This is an optimization exercise on Yosys and OpenROAD, whose aim is small area and a short achievable clock period, not a production implementation. The RTL of this run was laid out without a check of its function. Power figures rest on the tool's default switching activity, not on a simulated workload.

File: flow/run.sh
#!/bin/bash
# synth_recipe.tcl (not shown) runs the flow's synth.tcl, then flattens the netlist and writes it again
# the make line also repeats each setting of config.mk as NAME=value (left out here)
make -C /OpenROAD-flow-scripts/flow DESIGN_CONFIG=/design/flow/config.mk WORK_HOME=/design/flow/orfs CLKGATE_MAP_FILE= SYNTH_SCRIPT=/design/flow/synth_recipe.tcl finish
File: flow/config.mk
export PLATFORM = sky130hd
export DESIGN_NAME = easyobv_lb
export DESIGN_NICKNAME = easyobv_lb
export VERILOG_FILES = /design/flow/design.v
export SDC_FILE = /design/flow/constraint.sdc
export NUM_CORES = 4
export LEC_CHECK = 0
export CAP_MARGIN = 20
export CORE_MARGIN = 2
export CORE_UTILIZATION = 40
export SLEW_MARGIN = 20
File: flow/constraint.sdc
create_clock -name core_clock -period 7.0 [get_ports {clk}]
set_input_delay 1.4000 -clock core_clock [delete_from_list [all_inputs] [get_ports {clk}]]
set_output_delay 1.4000 -clock core_clock [all_outputs]
set_load 0.01 [all_outputs]
File: flow/design.v
`timescale 1ns/1ps
module sync_fifo #
(
    parameter int DWIDTH = 32,
    parameter int DEPTH = 512
)
(
    input logic clk,
    input logic rst,
    input logic [DWIDTH-1:0] wr_data,
    input logic wr_en,
    input logic rd_en,
    output logic [DWIDTH-1:0] rd_data,
    output logic wr_full,
    output logic rd_empty
);
    localparam int LUT_DEPTH = DEPTH < 16 ? DEPTH : 16;
    localparam int BRAM_DEPTH = 1 << $clog2(DEPTH-LUT_DEPTH);
    localparam RAM_STYLE = BRAM_DEPTH > 32 ? "block" : "distributed";
    logic [DWIDTH-1:0] fifo_lutram[LUT_DEPTH-1:0];
    logic [$clog2(LUT_DEPTH)-1:0] lutram_rd_addr;
    logic [$clog2(LUT_DEPTH)-1:0] lutram_wr_addr;
    logic [$clog2(LUT_DEPTH):0] lutram_rd_ptr;
    logic [$clog2(LUT_DEPTH):0] lutram_wr_ptr;
    logic [DWIDTH-1:0] data_from_fifo;
    logic lutram_empty;
    logic lutram_full;
    logic input_to_output;
    logic input_to_lutram;
    if (DEPTH > 16) begin
        (* ram_style = RAM_STYLE *) logic [DWIDTH-1:0] fifo_bram[BRAM_DEPTH-1:0];
        logic [$clog2(BRAM_DEPTH)-1:0] bram_rd_addr;
        logic [$clog2(BRAM_DEPTH)-1:0] bram_wr_addr;
        logic [$clog2(BRAM_DEPTH):0] bram_rd_ptr;
        logic [$clog2(BRAM_DEPTH):0] bram_wr_ptr;
        logic [DWIDTH-1:0] bram_reg_1, bram_reg_2;
        logic bram_valid_1, bram_valid_2;
        logic bram_to_lutram, bram_to_lutram_1, bram_to_lutram_2;
        logic input_to_bram;
        logic bram_full;
        logic bram_empty;
        always_ff @(posedge clk) begin
            bram_reg_1 <= fifo_bram[bram_rd_addr];
            bram_reg_2 <= bram_reg_1;
        end
        always_ff @(posedge clk) begin
            if (rst) begin
                lutram_rd_ptr <= {{$clog2(LUT_DEPTH)+1}{1'b0}};
                lutram_wr_ptr <= {{$clog2(LUT_DEPTH)+1}{1'b0}};
                bram_rd_ptr <= {{$clog2(BRAM_DEPTH)+1}{1'b0}};
                bram_wr_ptr <= {{$clog2(BRAM_DEPTH)+1}{1'b0}};
                bram_valid_1 <= 1'b0;
                bram_valid_2 <= 1'b0;
                bram_to_lutram <= 1'b0;
                bram_to_lutram_1 <= 1'b0;
                bram_to_lutram_2 <= 1'b0;
            end
            else begin
                if (~bram_full & input_to_bram) begin
                    fifo_bram[bram_wr_addr] <= wr_data;
                    bram_wr_ptr <= bram_wr_ptr + 1'b1;
                end
                if (input_to_lutram)
                    fifo_lutram[lutram_wr_addr] <= wr_data;
                else if (bram_to_lutram_2 & bram_valid_2)
                    fifo_lutram[lutram_wr_addr] <= bram_reg_2;
                if (input_to_lutram | (bram_to_lutram_2 & bram_valid_2))
                    lutram_wr_ptr <= lutram_wr_ptr + 1'b1;
                if (bram_rd_ptr != bram_wr_ptr && bram_to_lutram)
                    bram_rd_ptr <= bram_rd_ptr + 1'b1;
                bram_valid_1 <= bram_rd_ptr != bram_wr_ptr;
                bram_valid_2 <= bram_valid_1;
                bram_to_lutram_1 <= bram_to_lutram;
                bram_to_lutram_2 <= bram_to_lutram_1;
                if (lutram_wr_ptr - lutram_rd_ptr <= 5'd8)
                    bram_to_lutram <= 1'b1;
                else
                    bram_to_lutram <= 1'b0;
                if (rd_en && lutram_rd_ptr != lutram_wr_ptr)
                    lutram_rd_ptr <= lutram_rd_ptr + 1'b1;
            end
        end
        assign wr_full = bram_full;
        assign bram_full = bram_rd_ptr == {~bram_wr_ptr[$clog2(BRAM_DEPTH)], bram_wr_addr};
        assign bram_empty = bram_rd_ptr == bram_wr_ptr && ~bram_valid_1 && ~bram_valid_2;
        assign bram_wr_addr = bram_wr_ptr[$clog2(BRAM_DEPTH)-1:0];
        assign bram_rd_addr = bram_rd_ptr[$clog2(BRAM_DEPTH)-1:0];
        assign input_to_output = lutram_empty & bram_empty & rd_en;
        assign input_to_bram = wr_en && (~bram_empty || lutram_full);
        assign input_to_lutram = (~lutram_empty | ~rd_en) & bram_empty & wr_en & ~lutram_full;
        assign rd_data = (lutram_empty & bram_empty) ? wr_data : data_from_fifo;
        assign rd_empty = lutram_empty & (~wr_en | ~bram_empty);
    end
    else begin
        always_ff @(posedge clk) begin
            if (rst) begin
                lutram_rd_ptr <= {($clog2(LUT_DEPTH)+1){1'b0}};
                lutram_wr_ptr <= {($clog2(LUT_DEPTH)+1){1'b0}};
            end
            else begin
                if (input_to_lutram) begin
                    fifo_lutram[lutram_wr_addr] <= wr_data;
                    lutram_wr_ptr <= lutram_wr_ptr + 1'b1;
                end
                if (rd_en && lutram_rd_ptr != lutram_wr_ptr)
                    lutram_rd_ptr <= lutram_rd_ptr + 1'b1;
            end
        end
        assign wr_full = lutram_full;
        assign input_to_output = lutram_empty & rd_en;
        assign input_to_lutram = ~input_to_output & wr_en & ~lutram_full;
        assign rd_data = lutram_empty ? wr_data : data_from_fifo;
        assign rd_empty = lutram_empty & ~wr_en;
    end
    assign lutram_wr_addr = lutram_wr_ptr[$clog2(LUT_DEPTH)-1:0];
    assign lutram_rd_addr = lutram_rd_ptr[$clog2(LUT_DEPTH)-1:0];
    assign lutram_full = lutram_rd_ptr == {~lutram_wr_ptr[$clog2(LUT_DEPTH)],lutram_wr_addr};
    assign lutram_empty = lutram_rd_ptr == lutram_wr_ptr;
    assign data_from_fifo = fifo_lutram[lutram_rd_addr];
endmodule
`timescale 1ns/1ps
module easy_fifo_axis_sync #
(
    parameter int DWIDTH = 32,
    parameter int DEPTH = 16,
    parameter int INPUT_REG = 0,
    parameter int OUTPUT_REG = 0
)
(
    input logic rst,
    input logic clk,
    input logic [DWIDTH-1:0] s_axis_tdata,
    input logic s_axis_tvalid,
    output logic s_axis_tready,
    output logic [DWIDTH-1:0] m_axis_tdata,
    output logic m_axis_tvalid,
    input logic m_axis_tready
);
    logic wr_clk_int, rd_clk_int;
    logic [DWIDTH-1:0] wr_data_int, rd_data_int;
    logic wr_en_int, rd_en_int;
    logic wr_full_int, rd_empty_int;
    assign wr_clk_int = clk;
    assign rd_clk_int = clk;
    if (INPUT_REG) begin
        always_ff @(posedge wr_clk_int) begin
            if (rst) begin
                wr_data_int <= {DWIDTH{1'b0}};
                wr_en_int <= 1'b0;
            end
            else if (s_axis_tready) begin
                wr_data_int <= s_axis_tdata;
                wr_en_int <= s_axis_tvalid;
            end
		end
		assign s_axis_tready = ~wr_full_int | ~wr_en_int;
    end
    else begin
        assign wr_data_int = s_axis_tdata;
        assign wr_en_int = s_axis_tvalid;
		assign s_axis_tready = ~wr_full_int;
    end
    if (OUTPUT_REG) begin
        always_ff @(posedge rd_clk_int) begin
            if (rst) begin
                m_axis_tdata <= {DWIDTH{1'b0}};
                m_axis_tvalid <= 1'b0;
            end
            else if (rd_en_int) begin
                m_axis_tdata <= rd_data_int;
                m_axis_tvalid <= ~rd_empty_int;
            end
        end
		assign rd_en_int = m_axis_tready | ~m_axis_tvalid;
    end
    else begin
        assign m_axis_tdata = rd_data_int;
        assign m_axis_tvalid = ~rd_empty_int;
		assign rd_en_int = m_axis_tready;
    end
    sync_fifo #(
        .DWIDTH   (DWIDTH),
        .DEPTH    (DEPTH)
    ) u_sync_fifo (
    	.clk      (clk),
        .rst      (rst),
        .wr_data  (wr_data_int),
        .wr_en    (wr_en_int),
        .rd_en    (rd_en_int),
        .rd_data  (rd_data_int),
        .wr_full  (wr_full_int),
        .rd_empty (rd_empty_int)
    );
endmodule
`timescale 1ns/1ps
module axis_gen #
(
    parameter int DWIDTH = 32,
    parameter bit HAS_READY = 0,
    parameter bit HAS_KEEP = 0,
    parameter bit HAS_LAST = 0,
    parameter bit HAS_STRB = 0,
    parameter int DEST_WIDTH = 0,
    parameter int USER_WIDTH = 0,
    parameter int ID_WIDTH = 0,
    parameter int DEFAULT_TIMEOUT_VAL = 65535,
    parameter int TIMEOUT_BITS = 0,
    parameter int REPEAT_BITS = 0,
    parameter bit PAUSE_ON_NRDY = 1,
    parameter int INSTR_WIDTH = 32
)
(
    input logic clk,
    input logic rst,
    input logic pause,
    input logic clear,
    output logic timeout,
    input logic [INSTR_WIDTH-1:0] instr_tdata,
    input logic instr_tvalid,
    output logic instr_tready,
    output logic [DWIDTH-1:0] traffic_tdata,
    output logic traffic_tvalid,
    output logic [DWIDTH/8-1:0] traffic_tkeep,
    output logic traffic_tlast,
    output logic [DWIDTH/8-1:0] traffic_tstrb,
    output logic [DEST_WIDTH <= 0 ? 1 : DEST_WIDTH-1:0] traffic_tdest,
    output logic [USER_WIDTH <= 0 ? 1 : USER_WIDTH-1:0] traffic_tuser,
    output logic [ID_WIDTH <= 0 ? 1 : ID_WIDTH-1:0] traffic_tid,
    input logic traffic_tready
);
    localparam int TDATA_IDX = DWIDTH-1;
    localparam int TVALID_IDX = TDATA_IDX+1;
    localparam int TREADY_IDX = TVALID_IDX+2*HAS_READY;
    localparam int TKEEP_IDX = TREADY_IDX+DWIDTH/8*HAS_KEEP;
    localparam int TLAST_IDX = TKEEP_IDX+HAS_LAST;
    localparam int TSTRB_IDX = TLAST_IDX+DWIDTH/8*HAS_STRB;
    localparam int TDEST_IDX = TSTRB_IDX+DEST_WIDTH;
    localparam int TUSER_IDX = TDEST_IDX+USER_WIDTH;
    localparam int TID_IDX = TUSER_IDX+ID_WIDTH;
    localparam int TIMEOUT_IDX = TID_IDX+TIMEOUT_BITS;
    localparam int REPEAT_IDX = TIMEOUT_IDX+REPEAT_BITS;
    localparam int TIMEOUT_WIDTH = TIMEOUT_BITS == 0 ? $clog2(DEFAULT_TIMEOUT_VAL+1) : TIMEOUT_BITS;
    localparam bit [TIMEOUT_WIDTH-1:0] TIMEOUT_VAL = (1<<TIMEOUT_WIDTH)-1 > DEFAULT_TIMEOUT_VAL ? DEFAULT_TIMEOUT_VAL : (1<<TIMEOUT_WIDTH)-1;
    logic tready_int;
    if (HAS_READY | PAUSE_ON_NRDY)
        assign tready_int = traffic_tready;
    else
        assign tready_int = 1'b1;
    logic tready_user;
    logic tready_mask;
    if (~HAS_READY) begin
        assign tready_user = 1'b1;
        assign tready_mask = 1'b0;
    end
    else begin
        always_ff @(posedge clk) begin
            if (rst) begin
                tready_user <= 1'b1;
                tready_mask <=  1'b0;
            end
            else begin
                if (instr_tvalid) begin
                    tready_user <= instr_tdata[TREADY_IDX-1];
                    tready_mask <=  instr_tdata[TREADY_IDX];
                end
                else begin
                    tready_user <= 1'b1;
                    tready_mask <=  1'b0;
                end
            end
        end
    end
    logic tready_output;
    assign tready_output = ~pause & (tready_mask | (tready_user ~^ tready_int));
    logic [INSTR_WIDTH-1:0] instr_tdata_reg;
    if (REPEAT_BITS == 0) begin
        assign instr_tready = tready_output; 
        assign instr_tdata_reg = instr_tdata & {INSTR_WIDTH{instr_tvalid}};
    end
    else begin
        logic [REPEAT_BITS-1:0] repeat_cnt;
        always_ff @(posedge clk) begin
            if (rst)
                repeat_cnt <= {REPEAT_BITS{1'b0}};
            else if (tready_output) begin
                if (repeat_cnt != {REPEAT_BITS{1'b0}})
                    repeat_cnt <= repeat_cnt - 1'b1;
                else if (instr_tvalid && instr_tdata[REPEAT_IDX-:REPEAT_BITS] != {REPEAT_BITS{1'b0}})
                    repeat_cnt <= instr_tdata[REPEAT_IDX-:REPEAT_BITS]-1'b1;
            end
        end
        always_ff @(posedge clk) begin
            if (rst)
                instr_tdata_reg <= {INSTR_WIDTH{1'b0}};
            else if (instr_tready) begin
                if (instr_tvalid)
                    instr_tdata_reg <= instr_tdata;
                else
                    instr_tdata_reg <= {INSTR_WIDTH{1'b0}};
            end
        end
        assign instr_tready = repeat_cnt == {REPEAT_BITS{1'b0}} && tready_output;
    end
    if (HAS_READY | PAUSE_ON_NRDY) begin
        logic [TIMEOUT_WIDTH-1:0] timeout_cnt;
        if (TIMEOUT_BITS == 0) begin
            always_ff @(posedge clk) begin
                if (rst)
                    timeout_cnt <= TIMEOUT_VAL;
                else if (tready_mask | (tready_user ~^ tready_int))
                    timeout_cnt <= TIMEOUT_VAL;
                else if (timeout_cnt != {TIMEOUT_WIDTH{1'b0}})
                    timeout_cnt <= timeout_cnt - 1'b1;
            end
        end
        else begin
            always_ff @(posedge clk) begin
                if (rst)
                    timeout_cnt <= TIMEOUT_VAL;
                else if (clear)
                    timeout_cnt <= TIMEOUT_VAL;
                else if (tready_mask | (tready_user ~^ tready_int))
                    if (instr_tdata[TIMEOUT_IDX-:TIMEOUT_WIDTH] == {TIMEOUT_WIDTH{1'b0}})
                        timeout_cnt <= TIMEOUT_VAL;
                    else
                        timeout_cnt <= instr_tdata[TIMEOUT_IDX-:TIMEOUT_WIDTH];
                else if (timeout_cnt != {TIMEOUT_WIDTH{1'b0}})
                    timeout_cnt <= timeout_cnt - 1'b1;
            end            
        end
        always_ff @(posedge clk) begin
            if (rst)
                timeout <= 1'b0;
            else if (clear)
                timeout <= 1'b0;
            else if (timeout_cnt == {TIMEOUT_WIDTH{1'b0}})
                timeout <= 1'b1;
        end
    end
    else
        assign timeout = 1'b0;
    always_ff @(posedge clk) begin
        if (rst)
            traffic_tdata <= {DWIDTH{1'b0}};
        else if (tready_output)
            traffic_tdata <= instr_tdata_reg[TDATA_IDX-:DWIDTH];
    end
    always_ff @(posedge clk) begin
        if (rst)
            traffic_tvalid <= 1'b0;
        else if (tready_output)
            traffic_tvalid <= instr_tdata_reg[TVALID_IDX];
    end
    if (HAS_KEEP) begin
        always_ff @(posedge clk) begin
            if (rst)
                traffic_tkeep <= {DWIDTH/8{1'b0}};
            else if (tready_output)
                traffic_tkeep <= instr_tdata_reg[TKEEP_IDX-:DWIDTH/8];
        end
    end
    else
        assign traffic_tkeep = {DWIDTH/8{1'b0}};
    if (HAS_LAST) begin
        always_ff @(posedge clk) begin
            if (rst)
                traffic_tlast <= 1'b0;
            else if (tready_output)
                traffic_tlast <= instr_tdata_reg[TLAST_IDX];
        end
    end
    else
        assign traffic_tlast = 1'b0;
    if (HAS_STRB) begin
        always_ff @(posedge clk) begin
            if (rst)
                traffic_tstrb <= {DWIDTH/8{1'b0}};
            else if (tready_output)
                traffic_tstrb <= instr_tdata_reg[TSTRB_IDX-:DWIDTH/8];
        end
    end
    else
        assign traffic_tstrb = {DWIDTH/8{1'b0}};
    if (DEST_WIDTH !=0) begin
        always_ff @(posedge clk) begin
            if (rst)
                traffic_tdest <= {DEST_WIDTH{1'b0}};
            else if (tready_output)
                traffic_tdest <= instr_tdata_reg[TDEST_IDX-:DEST_WIDTH];
        end
    end
    else
        assign traffic_tdest = {DEST_WIDTH <= 0 ? 1 : DEST_WIDTH{1'b0}};
    if (USER_WIDTH !=0) begin
        always_ff @(posedge clk) begin
            if (rst)
                traffic_tuser <= {USER_WIDTH{1'b0}};
            else if (tready_output)
                traffic_tuser <= instr_tdata_reg[TUSER_IDX-:USER_WIDTH];
        end
    end
    else
        assign traffic_tuser = {USER_WIDTH <= 0 ? 1 : USER_WIDTH{1'b0}};
    if (ID_WIDTH !=0) begin
        always_ff @(posedge clk) begin
            if (rst)
                traffic_tid <= {ID_WIDTH{1'b0}};
            else if (tready_output)
                traffic_tid <= instr_tdata_reg[TID_IDX-:ID_WIDTH];
        end
    end
    else
        assign traffic_tid = {ID_WIDTH <= 0 ? 1 : ID_WIDTH{1'b0}};
endmodule
`timescale 1ns/1ps
module axis_mon #
(
    parameter int DWIDTH = 32,
    parameter bit HAS_READY = 0,
    parameter bit HAS_KEEP = 0,
    parameter bit HAS_LAST = 0,
    parameter bit HAS_STRB = 0,
    parameter int DEST_WIDTH = 0,
    parameter int USER_WIDTH = 0,
    parameter int ID_WIDTH = 0,
    parameter bit LOOPBACK = 0,
    parameter int CMP_FIFO_DEPTH = 16,
    parameter int CNT_WIDTH = 64
)
(
    input logic clk,
    input logic rst,
    input logic [DWIDTH-1:0] tx_mon_tdata,
    input logic tx_mon_tvalid,
    input logic tx_mon_tready,
    input logic [DWIDTH/8-1:0] tx_mon_tkeep,
    input logic tx_mon_tlast,
    input logic [DWIDTH/8-1:0] tx_mon_tstrb,
    input logic [DEST_WIDTH <= 0 ? 1 : DEST_WIDTH-1:0] tx_mon_tdest,
    input logic [USER_WIDTH <= 0 ? 1 : USER_WIDTH-1:0] tx_mon_tuser,
    input logic [ID_WIDTH <= 0 ? 1 : ID_WIDTH-1:0] tx_mon_tid,
    input logic [DWIDTH-1:0] rx_mon_tdata,
    input logic rx_mon_tvalid,
    input logic rx_mon_tready,
    input logic [DWIDTH/8-1:0] rx_mon_tkeep,
    input logic rx_mon_tlast,
    input logic [DWIDTH/8-1:0] rx_mon_tstrb,
    input logic [DEST_WIDTH <= 0 ? 1 : DEST_WIDTH-1:0] rx_mon_tdest,
    input logic [USER_WIDTH <= 0 ? 1 : USER_WIDTH-1:0] rx_mon_tuser,
    input logic [ID_WIDTH <= 0 ? 1 : ID_WIDTH-1:0] rx_mon_tid,
    output logic mismatch,
    output logic [CNT_WIDTH-1:0] time_cnt,
    output logic [CNT_WIDTH-1:0] tx_pkt_cnt,
    output logic [CNT_WIDTH-1:0] tx_time_elapsed,
    output logic [CNT_WIDTH-1:0] tx_transferred_size,
    output logic [CNT_WIDTH-1:0] rx_pkt_cnt,
    output logic [CNT_WIDTH-1:0] rx_time_elapsed,
    output logic [CNT_WIDTH-1:0] rx_transferred_size,
    output logic [CNT_WIDTH-1:0] latency_sum
);
    logic [CNT_WIDTH-1:0] tx_start_time;
    logic tx_started;
    logic [$clog2(DWIDTH/8):0] tx_byte_cnt;
    always_ff @(posedge clk) begin
        if (rst)
            time_cnt <= {CNT_WIDTH{1'b0}};
        else
            time_cnt <= time_cnt + 1'b1;
    end
    always_ff @(posedge clk) begin
        if (rst) begin
            tx_started <= 1'b0;
            tx_start_time <= {CNT_WIDTH{1'b0}};
        end
        else if (~tx_started && (tx_mon_tready & tx_mon_tvalid)) begin
            tx_started <= 1'b1;
            tx_start_time <= time_cnt;
        end
    end
    always_ff @(posedge clk) begin
        if (rst)
            tx_time_elapsed <= {CNT_WIDTH{1'b0}};
        else if (tx_mon_tready & tx_mon_tvalid) begin
            if (tx_started)
                tx_time_elapsed <= time_cnt - tx_start_time;
            else
                tx_time_elapsed <= {{(CNT_WIDTH-1){1'b0}},1'b1};
        end
    end
    always_ff @(posedge clk) begin
        if (rst)
            tx_pkt_cnt <= {CNT_WIDTH{1'b0}};
        else if (tx_mon_tready & tx_mon_tvalid & tx_mon_tlast)
            tx_pkt_cnt <= tx_pkt_cnt + 1'b1;
    end
    if (HAS_KEEP) begin
        always_comb begin
            tx_byte_cnt = {($clog2(DWIDTH/8)+1){1'b0}};
            for (int i = 0; i < DWIDTH/8; i++)
                tx_byte_cnt = tx_byte_cnt + tx_mon_tkeep[i];
        end
    end
    else begin
        assign tx_byte_cnt = {1'b1,{$clog2(DWIDTH/8){1'b0}}};
    end
    always_ff @(posedge clk) begin
        if (rst)
            tx_transferred_size <= {CNT_WIDTH{1'b0}};
        else if (tx_mon_tready & tx_mon_tvalid)
            tx_transferred_size <= tx_transferred_size + tx_byte_cnt;
    end
    if (LOOPBACK) begin
        localparam int VEC_WIDTH = DWIDTH + HAS_KEEP*DWIDTH/8 + HAS_LAST + HAS_STRB*DWIDTH/8 + DEST_WIDTH + USER_WIDTH + ID_WIDTH;
        localparam int TDATA_IDX = DWIDTH-1;
        localparam int TKEEP_IDX = TDATA_IDX+DWIDTH/8*HAS_KEEP;
        localparam int TSTRB_IDX = TKEEP_IDX+DWIDTH/8*HAS_STRB;
        localparam int TLAST_IDX = TSTRB_IDX+HAS_LAST;
        localparam int TDEST_IDX = TLAST_IDX+DEST_WIDTH;
        localparam int TUSER_IDX = TDEST_IDX+USER_WIDTH;
        localparam int TID_IDX = TUSER_IDX+ID_WIDTH;
        logic [DWIDTH-1:0] tx_mon_tdata_int, rx_mon_tdata_int;
        logic [VEC_WIDTH-1:0] tx_vec_tdata, rx_vec_tdata, cmp_tdata;
        logic tx_vec_tvalid, cmp_tvalid, cmp_tready;
        logic rx_started;
        logic [CNT_WIDTH-1:0] rx_start_time;
        logic [$clog2(DWIDTH/8):0] rx_byte_cnt;
        logic [CNT_WIDTH-1:0] latency_fifo_in;
        logic latency_fifo_in_vld;
        logic [CNT_WIDTH-1:0] latency_fifo_out;
        logic latency_fifo_out_rdy;
        if (HAS_KEEP) begin
            logic [DWIDTH-1:0] tx_mon_tdata_mask, rx_mon_tdata_mask;
            genvar i;
            for (i = 0; i < DWIDTH/8; i++) begin
                assign tx_mon_tdata_mask[(i+1)*8-1-:8] = {8{tx_mon_tkeep[i]}};
                assign rx_mon_tdata_mask[(i+1)*8-1-:8] = {8{rx_mon_tkeep[i]}};
            end
            assign tx_mon_tdata_int = tx_mon_tdata & tx_mon_tdata_mask;
            assign rx_mon_tdata_int = rx_mon_tdata & rx_mon_tdata_mask;
        end
        else begin
            assign tx_mon_tdata_int = tx_mon_tdata;
            assign rx_mon_tdata_int = rx_mon_tdata;
        end
        assign tx_vec_tdata[TDATA_IDX:0] = tx_mon_tdata_int; 
        if (HAS_KEEP)
            assign tx_vec_tdata[TKEEP_IDX-:DWIDTH/8] = tx_mon_tkeep;
        if (HAS_STRB)
            assign tx_vec_tdata[TSTRB_IDX-:DWIDTH/8] = tx_mon_tstrb;
        if (HAS_LAST)
            assign tx_vec_tdata[TLAST_IDX] = tx_mon_tlast;
        if (DEST_WIDTH != 0)
            assign tx_vec_tdata[TDEST_IDX-:DEST_WIDTH] = tx_mon_tdest;
        if (USER_WIDTH != 0)
            assign tx_vec_tdata[TUSER_IDX-:USER_WIDTH] = tx_mon_tuser;
        if (ID_WIDTH != 0)
            assign tx_vec_tdata[TID_IDX-:ID_WIDTH] = tx_mon_tid;
        assign rx_vec_tdata[TDATA_IDX:0] = rx_mon_tdata_int; 
        if (HAS_KEEP)
            assign rx_vec_tdata[TKEEP_IDX-:DWIDTH/8] = rx_mon_tkeep;
        if (HAS_STRB)
            assign rx_vec_tdata[TSTRB_IDX-:DWIDTH/8] = rx_mon_tstrb;
        if (HAS_LAST)
            assign rx_vec_tdata[TLAST_IDX] = rx_mon_tlast;
        if (DEST_WIDTH != 0)
            assign rx_vec_tdata[TDEST_IDX-:DEST_WIDTH] = rx_mon_tdest;
        if (USER_WIDTH != 0)
            assign rx_vec_tdata[TUSER_IDX-:USER_WIDTH] = rx_mon_tuser;
        if (ID_WIDTH != 0) 
            assign rx_vec_tdata[TID_IDX-:ID_WIDTH] = rx_mon_tid;
        assign tx_vec_tvalid = tx_mon_tvalid&tx_mon_tready;
        easy_fifo_axis_sync #(
            .DWIDTH     (VEC_WIDTH),
            .DEPTH      (CMP_FIFO_DEPTH),
            .INPUT_REG  (1),
            .OUTPUT_REG (0)
        ) cmp_fifo (
            .*,
            .s_axis_tdata  (tx_vec_tdata),
            .s_axis_tvalid (tx_vec_tvalid),
            .s_axis_tready (),
            .m_axis_tdata  (cmp_tdata),
            .m_axis_tvalid (cmp_tvalid),
            .m_axis_tready (cmp_tready)
        );
        assign cmp_tready = rx_mon_tvalid & rx_mon_tready & ~mismatch;
        easy_fifo_axis_sync #(
            .DWIDTH     (CNT_WIDTH),
            .DEPTH      (CMP_FIFO_DEPTH),
            .INPUT_REG  (1),
            .OUTPUT_REG (0)
        ) latency_fifo (
            .*,
            .s_axis_tdata  (latency_fifo_in),
            .s_axis_tvalid (latency_fifo_in_vld),
            .s_axis_tready (),
            .m_axis_tdata  (latency_fifo_out),
            .m_axis_tvalid (),
            .m_axis_tready (latency_fifo_out_rdy)
        );
        assign latency_fifo_in = time_cnt;
        assign latency_fifo_in_vld = tx_mon_tready&tx_mon_tvalid&tx_mon_tlast&~mismatch;
        assign latency_fifo_out_rdy = rx_mon_tready&rx_mon_tvalid&rx_mon_tlast&~mismatch;
        always_ff @(posedge clk) begin
            if (rst) begin
                rx_started <= 1'b0;
                rx_start_time <= {CNT_WIDTH{1'b0}};
            end
            else if (~rx_started & rx_mon_tready & rx_mon_tvalid) begin
                rx_started <= 1'b1;
                rx_start_time <= time_cnt;
            end
        end
        always_ff @(posedge clk) begin
            if (rst)
                rx_time_elapsed <= {CNT_WIDTH{1'b0}};
            else if (rx_mon_tready & rx_mon_tvalid) begin
                if (rx_started)
                    rx_time_elapsed <= time_cnt - rx_start_time;
                else
                    rx_time_elapsed <= {{(CNT_WIDTH-1){1'b0}},1'b1};
            end
        end
        always_ff @(posedge clk) begin
            if (rst)
                mismatch <= 1'b0;
            else if ((rx_mon_tready &rx_mon_tvalid) && (rx_vec_tdata != cmp_tdata || ~cmp_tvalid))
                mismatch <= 1'b1;
        end
        always_ff @(posedge clk) begin
            if (rst)
                rx_pkt_cnt <= {CNT_WIDTH{1'b0}};
            else if (rx_mon_tready & rx_mon_tvalid & rx_mon_tlast)
                rx_pkt_cnt <= rx_pkt_cnt + 1'b1;
        end
        if (HAS_KEEP) begin
            always_comb begin
                rx_byte_cnt = {($clog2(DWIDTH/8)+1){1'b0}};
                for (int i = 0; i < DWIDTH/8; i++)
                    rx_byte_cnt = rx_byte_cnt + rx_mon_tkeep[i];
            end
        end
        else begin
            assign rx_byte_cnt = {1'b1,{$clog2(DWIDTH/8){1'b0}}};
        end
        always_ff @(posedge clk) begin
            if (rst)
                rx_transferred_size <= {CNT_WIDTH{1'b0}};
            else if (rx_mon_tready & rx_mon_tvalid)
                rx_transferred_size <= rx_transferred_size + rx_byte_cnt;
        end
        always_ff @(posedge clk) begin
            if (rst)
                latency_sum <= {CNT_WIDTH{1'b0}};
            else if (latency_fifo_out_rdy)
                latency_sum <= latency_sum + (time_cnt-latency_fifo_out);
        end
    end
    else begin
        assign mismatch = 1'b0;
        assign rx_pkt_cnt = {CNT_WIDTH{1'b0}};
        assign rx_time_elapsed = {CNT_WIDTH{1'b0}};
        assign rx_transferred_size = {CNT_WIDTH{1'b0}};
        assign latency_sum = {CNT_WIDTH{1'b0}};
    end
endmodule
`timescale 1ns/1ps
module easyobv_lb
(
    input logic clk,
    input logic rst,
    input logic pause,
    input logic clear,
    output logic timeout,
    input logic [87:0] instr_tdata,
    input logic instr_tvalid,
    output logic instr_tready,
    output logic [63:0] traffic_tdata,
    output logic traffic_tvalid,
    output logic [7:0] traffic_tkeep,
    output logic traffic_tlast,
    output logic [3:0] traffic_tdest,
    input logic traffic_tready,
    input logic [63:0] rx_mon_tdata,
    input logic rx_mon_tvalid,
    input logic rx_mon_tready,
    input logic [7:0] rx_mon_tkeep,
    input logic rx_mon_tlast,
    input logic [3:0] rx_mon_tdest,
    output logic mismatch,
    output logic [19:0] time_cnt,
    output logic [19:0] tx_pkt_cnt,
    output logic [19:0] tx_time_elapsed,
    output logic [19:0] tx_transferred_size,
    output logic [19:0] rx_pkt_cnt,
    output logic [19:0] rx_time_elapsed,
    output logic [19:0] rx_transferred_size,
    output logic [19:0] latency_sum
);
    localparam int DWIDTH = 64;
    localparam int DEST_WIDTH = 4;
    localparam int CNT_WIDTH = 20;
    logic [DWIDTH/8-1:0] traffic_tstrb;
    logic [1:0] traffic_tuser, traffic_tid;
    axis_gen #(
        .DWIDTH              (DWIDTH),
        .HAS_READY           (1'b0),
        .HAS_KEEP            (1'b1),
        .HAS_LAST            (1'b1),
        .HAS_STRB            (1'b0),
        .DEST_WIDTH          (DEST_WIDTH),
        .USER_WIDTH          (0),
        .ID_WIDTH            (0),
        .DEFAULT_TIMEOUT_VAL (65535),
        .TIMEOUT_BITS        (0),
        .REPEAT_BITS         (8),
        .PAUSE_ON_NRDY       (1'b1),
        .INSTR_WIDTH         (88)
    ) u_axis_gen (
        .clk            (clk),
        .rst            (rst),
        .pause          (pause),
        .clear          (clear),
        .timeout        (timeout),
        .instr_tdata    (instr_tdata),
        .instr_tvalid   (instr_tvalid),
        .instr_tready   (instr_tready),
        .traffic_tdata  (traffic_tdata),
        .traffic_tvalid (traffic_tvalid),
        .traffic_tkeep  (traffic_tkeep),
        .traffic_tlast  (traffic_tlast),
        .traffic_tstrb  (traffic_tstrb),
        .traffic_tdest  (traffic_tdest),
        .traffic_tuser  (traffic_tuser),
        .traffic_tid    (traffic_tid),
        .traffic_tready (traffic_tready)
    );
    axis_mon #(
        .DWIDTH         (DWIDTH),
        .HAS_READY      (1'b0),
        .HAS_KEEP       (1'b1),
        .HAS_LAST       (1'b1),
        .HAS_STRB       (1'b0),
        .DEST_WIDTH     (DEST_WIDTH),
        .USER_WIDTH     (0),
        .ID_WIDTH       (0),
        .LOOPBACK       (1'b1),
        .CMP_FIFO_DEPTH (16),
        .CNT_WIDTH      (CNT_WIDTH)
    ) u_axis_mon (
        .clk                 (clk),
        .rst                 (rst | clear),
        .tx_mon_tdata        (traffic_tdata),
        .tx_mon_tvalid       (traffic_tvalid),
        .tx_mon_tready       (traffic_tready),
        .tx_mon_tkeep        (traffic_tkeep),
        .tx_mon_tlast        (traffic_tlast),
        .tx_mon_tstrb        (traffic_tstrb),
        .tx_mon_tdest        (traffic_tdest),
        .tx_mon_tuser        (traffic_tuser),
        .tx_mon_tid          (traffic_tid),
        .rx_mon_tdata        (rx_mon_tdata),
        .rx_mon_tvalid       (rx_mon_tvalid),
        .rx_mon_tready       (rx_mon_tready),
        .rx_mon_tkeep        (rx_mon_tkeep),
        .rx_mon_tlast        (rx_mon_tlast),
        .rx_mon_tstrb        (8'h00),
        .rx_mon_tdest        (rx_mon_tdest),
        .rx_mon_tuser        (2'b00),
        .rx_mon_tid          (2'b00),
        .mismatch            (mismatch),
        .time_cnt            (time_cnt),
        .tx_pkt_cnt          (tx_pkt_cnt),
        .tx_time_elapsed     (tx_time_elapsed),
        .tx_transferred_size (tx_transferred_size),
        .rx_pkt_cnt          (rx_pkt_cnt),
        .rx_time_elapsed     (rx_time_elapsed),
        .rx_transferred_size (rx_transferred_size),
        .latency_sum         (latency_sum)
    );
endmodule
==> impl_metrics.ini <==
[critical_path]
start_kind = input pin
crit_family = adder cells
crit_path_frequent_cell = fa_1
startpoint = rx_mon_tkeep[0]
crit_chain = clkdlybuf4s50_1 > ha_1 > inv_1 > fa_1 > fa_1 > fa_1 > fa_1 > inv_1 > ha_1 > a21o_1 > a21oi_1 > nor2b_1 > o2111a_1 > and2_1 > and3_1 > nand4_1 > xor2_1 > nor2_1
cp_slowest_cell = fa_1
crit_type = in -> reg
worst-path-buf-inv = 3
cp_num_cells = 18
cp-end-kind = flop
cp.arrival_ns = 6.52
reg2reg_to = u_axis_mon.latency_sum[16]
required_ns = 7.71
crit_fanout = 3
crit_end = u_axis_mon.rx_transferred_size[17]
slowest_delay_ns = 0.76
rr_worst_depth = 17
reg2reg_setup_slack_ns = 1.41

[drt]
drc = 0
antenna_left = 0
vias_per_cell = 5.77
drtIter0Drc = 6608
routed_wl_mm = 265
dr.pass1.iters = 6
vias = 52300
wl_per_cell_um = 29.3

[clock_network]
cts_resized = 0
path_clk_slew_ns = 0.06
tritoncts = built
cts_buffer_depth = 3
cts_sinks = 2063
hold_buffers = 0
cts_made_buffers = 204
root_buffer = clkbuf_16
insertion_delay_ns = 0.87
post_cts_buffers = 0
h-tree-depth = 4

[power]
combPwrFrac_pct = 3.3
swShare_pct = 21.7
p_int_uw = 19500
pwr-share-clk_pct = 44.1
power_density_mw_per_mm2 = 252
worst_ir_drop_vdd_v = 0.000278
pwr-share-seq_pct = 52.6
p_leak_uw = 0.0323
p_sw_uw = 5390
total_power_uw = 24800

[logic_synthesis]
synth_warnings = 6
synth_fp_nets = 5942
synth_area_sq_mm = 0.0844
syn_inst = 5651
ys_ff_latch = 2063
avgSynthCellArea_sq_um = 14.9
synth.distinct_cells = 84
ys.flop_type = edfxtp_1
ys_seq_area_share_pct = 67.3
async_flop_share_pct = 0
synth_edf_count = 1552

[grt]
grt_max_degree = 170
globalRouteTotalUtil_pct = 24.3
grt.overflow.total = 0
grt_pass1_wl_mm = 376
grt_pass1_vias = 51100
antenna_found_initial = 37

[timing]
clock.fmax_mhz = 172
slew_headroom_pct = 18.3
max_slew.worst_pin.slew_ns = 1.22
fin_crit_sh_pct = 83.1
fin_crit_ns = 5.81
fin_tns_setup_ns = 0
hold_viol = 0
finalSetupViolCount = 0
report.final.slew_viol_count = 0
rsz0062_at_grt = no
timing.hold.ws_ns = 0.425
fin_worst_skew_ns = 0.0656

[finish]
finalNonFillerCells = 9066
fin_util_pct = 47.1
nFillCells = 18400
nNetsFinal = 6376
drive_gt1_share_pct = 15.1
largest_register_ffs = 1232
syn_to_final_growth_pct = 17.0

[floorplanning]
core.rowCount = 168
pin_count = 414
die_area_sq_mm = 0.215
start_util_pct = 40.2
dieWidth_um = 463
die_h_um = 463
core-area_sq_mm = 0.210

[place]
dp_hpwl_mm = 170
dp.cells = 8683
gp_congestion = 0.946
portBuffers = 411

[job]
drv_cap = 0

[min_path]
worst_hold_path_type = reg -> reg

[run_status]
status = timing/DRC/antenna clean
==> how the worst min path moves through the flow <==
stage,from,to,slack [ns],cells past startpoint
floorplan,u_axis_gen.instr_tdata_reg[74],u_axis_gen.traffic_tdest[0],0.43,2
global placement,u_axis_gen.instr_tdata_reg[17],u_axis_gen.traffic_tdata[17],0.44,2
detailed placement,u_axis_gen.instr_tdata_reg[54],u_axis_gen.traffic_tdata[54],0.44,2
CTS,u_axis_gen.instr_tdata_reg[24],u_axis_gen.traffic_tdata[24],0.45,2
global route,u_axis_gen.instr_tdata_reg[64],u_axis_gen.traffic_tvalid,0.46,2
finish,u_axis_gen.instr_tdata_reg[18],u_axis_gen.traffic_tdata[18],0.42,2
==> area by class of cell <==
cell class	instances	area, sq um	share of cell area [%]
Antenna cell	11	27.5	0.0279
Clock buffer	270	5510	5.58
Clock inverter	101	1160	1.17
Inverter	176	661	0.669
Multi-Input combinational cell	3082	25500	25.8
Sequential cell	2063	56900	57.6
Tap cell	2805	3510	3.55
Timing Repair Buffer	558	5520	5.59
==> power groups by stage <==
| stage | Combinational [uW] | Sequential, uW | Clock [uW] |
|---|---|---|---|
| after detailed placement | 801 | 13300 | 0 |
| after floorplan | 445 | 13300 | 0 |
| final | 815 | 13100 | 11000 |
| after global routing | 870 | 13100 | 11600 |
| after CTS | 806 | 13100 | 11100 |
| after global placement | 797 | 13300 | 0 |
==> logic make-up (layout without fill, tap and decap cells) <==
kind of cell / after synthesis / after routing / share of synthesized area [%]
AO/OA/AOI/OAI: 822 / 822 / 6.15
XOR/XNOR: 203 / 203 / 2.11
adder cells (fa/ha/maj): 118 / 118 / 2.02
buffers and inverters: 506 / 1105 / 2.74
flip-flops: 2063 / 2063 / 67.3
multiplexers: 534 / 534 / 12.3
other: 0 / 11 / 0
AND/OR/NAND/NOR: 1405 / 1405 / 7.40
==> worst min-delay path: stages (launching register included) <==
cell	delay (ns)
dfxtp_1	0.31
nand2_1	0.06
a21oi_1	0.05
==> synthesized netlist by cell type, types with 17 or more instances <==
cell type,instances,area [sq um]
a21oi_1,399,2000
clkbuf_1,206,773
or3_1,21,131
dfxtp_1,511,10200
nand3_1,222,1110
mux2i_1,110,1100
a22oi_1,94,706
nor2_1,252,946
xor2_1,111,972
nor3_1,37,185
buf_6,25,282
fa_1,31,621
a221oi_1,19,166
nor4_1,21,131
mux2_2,26,293
xnor2_1,92,806
nand4_1,34,213
edfxtp_1,1552,46600
buf_2,25,125
buf_1,30,113
mux4_2,398,8960
o211ai_1,17,128
and2_1,36,225
a22o_1,18,158
and3_1,45,282
o21ai_0,71,355
nand2_1,662,2480
a21o_1,30,225
inv_1,173,649
a31oi_1,26,163
buf_4,41,308
nor2b_1,20,125
ha_1,87,1090
==> placed cells by master, fill, tap and decap left out, types with 110 or more instances in the layout <==
master	count
nand2_1	659
mux4_2	398
clkdlybuf4s50_1	409
a21oi_1	399
edfxtp_1	1552
buf_4	123
nor2_1	238
nand3_1	221
clkbuf_16	206
mux2i_1	110
inv_1	173
xor2_1	111
dfxtp_1	504
==> per-layer routing <==
| metal | routed length, um | part of all wire, % | up-vias | track usage [%] |
|---|---|---|---|---|
| li1 | - | - | 22300 | - |
| met4 | 8930 | 3.4 | 14 | 7.73 |
| met2 | 119000 | 45 | 2639 | 37.0 |
| met3 | 29200 | 11 | 414 | 6.73 |
| met5 | 95 | 0.036 | - | 0 |
| met1 | 108000 | 41 | 26900 | 33.6 |
==> stage by stage <==
step	cell area [sq um]	worst slack [ns]
6_report	98800	1.19
5_1_grt	98700	1.01
4_1_cts	98700	1.36
3_5_place_dp	92000	0.452
3_3_place_gp	92000	0.404
2_1_floorplan	84400	1.48

[what the ideal ports hide]
No port has a modelled driver above. Below, the same layout with a new extraction and two added sets of constraints. Step 1 (the two cells are an assumption about what drives the block):
set clk [get_ports {clk}]
set_driving_cell -lib_cell sky130_fd_sc_hd__clkbuf_16 $clk
set_driving_cell -lib_cell sky130_fd_sc_hd__buf_2 [delete_from_list [all_inputs] $clk]
Step 2 adds t to the input delays and takes it off the output delays; t is the mean of the earliest and latest rising clock arrival at the registers after step 1. Input paths then give back, and output paths get back, about the clock's delay inside the block. a / b / c = no drivers / after step 1 / after step 2; a / b = the first two.
t, ns: 0.943
slack for setup (ns): 1.185 / 1.261 / 0.318
worst register clock-pin slew, ns: 0.07 / 0.07
worst slew at a driven data input, ns: 0.23
cell pins on the clock port's net: 1
After both steps this run still meets setup and hold. For this run, drivers alone change the setup slack by +0.076 ns; drivers and shift together by -0.867 ns.
